Source: an optimization exercise on an open RTL-to-GDS flow (aim: small area, a short achievable clock period and few clock cycles per item). Production flows keep margins and buffers that such runs may drop. In this exercise RTL edits were held to simulation tests only and were not proved equivalent to the original.

Design sin, start of the top module:
module sin (
    input  logic        clk,
    input  logic        rst_n,
    input  logic [15:0] x,
    input  logic        start,
    output logic [15:0] result,
    output logic        done
);
Size in the first run: about 1300 cells after synthesis, ~76 flip-flops, roughly 36 I/O pins, about 0.012 sq mm of cells after synthesis.
Settings: LEC_CHECK=0, CAP_MARGIN=20, CORE_MARGIN=2, CORE_UTILIZATION=40, SETUP_SLACK_MARGIN=3.5, SLEW_MARGIN=20; clock period 9.5 ns.
run.sh (not shown) runs the stock make flow with config.mk's settings and CLKGATE_MAP_FILE= SYNTH_SCRIPT=/design/flow/synth_recipe.tcl, a recipe that flattens the netlist after the stock synthesis.
The baseline went through all stages and came out clean.
Testbench counts at the start, summed over its fixed seeds: cycles 1,920, items 384.
Next try:
- SETUP_SLACK_MARGIN: 3.5 -> 4.5
Outcome: The changed run produced a clean layout; maximum frequency rises by about 4.6%; clock skew falls by 0.0049 ns; count of clock-buffer cells in the layout is unchanged; cell count rises by 3.3%; worst setup slack improved by 0.25 ns; area after synthesis does not change; via count rises by 2.6%; die area is unchanged; hold slack stays flat.
Next try:
- SETUP_SLACK_MARGIN: 4.5 -> 3.0
Result: The changed run ran to the end with no violations. Routed wire length fell by about 5%. Cell count drops by 5.6%. Worst setup slack degrades by 0.67 ns. Critical path depth fell by 4. Cell area falls by 12%. Global-route usage is lower by 0.70 points.
Next try:
- CORE_UTILIZATION: 40 -> 65
- SETUP_SLACK_MARGIN: 3.0 -> 3.5
The changed run completed with no timing, DRC or antenna violations.
Critical path depth goes up by 1.
Hold slack is better by 0.043 ns.
Die area goes down by 38%.

## the previous run
sin, a different RTL version from the one above (not shown whole).
Size: roughly 1,300 cells after synthesis, ~36 I/O pins, about 12,000 um^2 of cells after synthesis.
Settings: LEC_CHECK=0, CAP_MARGIN=20, CORE_MARGIN=2, CORE_UTILIZATION=40, CTS_BUF_LIST=sky130_fd_sc_hd__clkbuf_4 sky130_fd_sc_hd__clkbuf_8, SETUP_SLACK_MARGIN=3.5, SLEW_MARGIN=20, SYNTH_HIERARCHICAL=1, SYNTH_MINIMUM_KEEP_SIZE=0; clock period 9.5 ns.
Testbench counts of the previous run, summed over its fixed seeds: cycles 1,920, items 384.
Edits applied to the flow inputs when going from the previous run to the current run:
- CTS_BUF_LIST removed (was sky130_fd_sc_hd__clkbuf_4 sky130_fd_sc_hd__clkbuf_8)
Results
In terms of area of the multi-input gates, the previous run and the current run differ only marginally.
~same global-route wire length before repair in the previous run and the current run
Setup total negative slack came out exactly the same in the previous run and the current run.
The previous run and the current run ended up with nearly the same routed wire length.
Critical-path cell with the highest stage delay: sky130_fd_sc_hd__dfxtp_1 -> the previous run, sky130_fd_sc_hd__dfxtp_2 -> the current run

sin, a different RTL version from the one above (not shown whole).
For scale: ~36 I/O pins.
export LEC_CHECK = 0
export CAP_MARGIN = 20
export CORE_MARGIN = 2
export CORE_UTILIZATION = 40
export SETUP_SLACK_MARGIN = 3.5
export SLEW_MARGIN = 20
create_clock -name core_clock -period 9.5 [get_ports {clk}]
The starting point completed without violations.
Testbench counts at the start, summed over its fixed seeds: cycles 1,920, items 384.
Edit:
--- a/flow/config.mk
+++ b/flow/config.mk
@@ -9,4 +9,3 @@
 export CORE_MARGIN = 2
 export CORE_UTILIZATION = 40
-export SETUP_SLACK_MARGIN = 3.5
 export SLEW_MARGIN = 20
=>
- The new run went through all stages and came out clean
- cell area decreases by a few percent
- routed wire length went down by a few percent
- hold slack gains 0.011 ns
- via count is lower by a few percent
- final cell count decreases by a few percent
- global-route usage shrinks by 0.67 points
- fmax decreases by about a fifth

Another version of the RTL of sin (not shown whole).
Size in the first run: roughly 1,400 cells after synthesis, ~0.013 mm2 of cells after synthesis.
==> flow/config.mk <==
export PLATFORM = sky130hd
export DESIGN_NAME = sin
export DESIGN_NICKNAME = sin
export VERILOG_FILES = /design/flow/design.v
export SDC_FILE = /design/flow/constraint.sdc
export NUM_CORES = 4
export LEC_CHECK = 0
export CAP_MARGIN = 20
export CORE_MARGIN = 2
export CORE_UTILIZATION = 40
export CTS_BUF_LIST = sky130_fd_sc_hd__clkbuf_4 sky130_fd_sc_hd__clkbuf_8
export SETUP_SLACK_MARGIN = 3.75
export SLEW_MARGIN = 20
export SYNTH_HIERARCHICAL = 1
export SYNTH_MINIMUM_KEEP_SIZE = 0
==> flow/constraint.sdc <==
create_clock -name core_clock -period 9.5 [get_ports {clk}]
set_input_delay 1.9000 -clock core_clock [delete_from_list [all_inputs] [get_ports {clk}]]
set_output_delay 1.9000 -clock core_clock [all_outputs]
set_load 0.01 [all_outputs]
Testbench counts at the start, summed over its fixed seeds: cycles 1,428, items 384.
Next try:
- SETUP_SLACK_MARGIN: 3.75 -> 4.0
=>
- The changed run completed without violations
- via count rose by 0.70%
- count of clock-buffer cells in the layout is unchanged
- critical path depth does not change
- cell count increases by 0.46%
- final area rises by 1.8%
- hold slack stays flat
- die area stays the same
Next try:
- SETUP_SLACK_MARGIN: 4.0 -> 4.25
Maximum frequency climbs by 3.7%. Setup slack is better by 190 ps. Final area goes up by 4.7%. Clock skew goes down by 8.8 ps. Hold slack hardly moves. Non-clock buffer count rises by 32. Register-to-register slack improves by 190 ps. Core utilization grows by 2.1 points. Die area is unchanged.

-- separate check: timing with driven ports --
Ports are ideal in the flow. The routed layouts listed here were re-timed in OpenROAD.
Step 1 sets driving cells, clkbuf_16 on the clock port and buf_2 on the other inputs (assumed; they add their load-dependent delay and slew).
Step 2 moves the port delays by t, midway between the first and last clock arrival at a register: inputs arrive t later, outputs are due t later. That takes back most of the time a late clock gives input paths.
Slacks: ideal ports / drivers / drivers and shift; pairs: ideal ports / drivers.
run	t, ns	setup WS [ns]	latest minus earliest clock arrival (ns)	slew at the worst register clock pin (ns)
the first run of note 1	0.370	3.710 / 3.710 / 3.710	0.011 / 0.010	0.06 / 0.06
the second run of note 1	0.377	3.962 / 3.962 / 3.962	0.005 / 0.005	0.06 / 0.06
the third run of note 1	0.370	3.293 / 3.293 / 3.293	0.011 / 0.011	0.06 / 0.06
the fourth run of note 1	0.390	3.645 / 3.645 / 3.645	0.008 / 0.008	0.07 / 0.07
the previous run	0.413	3.720 / 3.720 / 3.720	0.017 / 0.017	0.10 / 0.10
the current run	0.390	3.741 / 3.741 / 3.741	0.013 / 0.013	0.07 / 0.07
the first run of note 3	0.378	3.064 / 3.064 / 2.950	0.007 / 0.006	0.06 / 0.06
the second run of note 3	0.372	1.977 / 1.977 / 1.977	0.010 / 0.010	0.06 / 0.06
the first run of note 4	0.388	3.910 / 3.910 / 3.910	0.018 / 0.018	0.08 / 0.08
the second run of note 4	0.394	4.177 / 4.177 / 3.985	0.019 / 0.019	0.08 / 0.08
the third run of note 4	0.392	4.368 / 4.368 / 4.017	0.010 / 0.010	0.08 / 0.08
After both steps setup and hold are still met in every run listed. For the third run of note 4, which loses most, drivers alone change the setup slack by 0.000 ns; drivers and shift together by -0.351 ns.
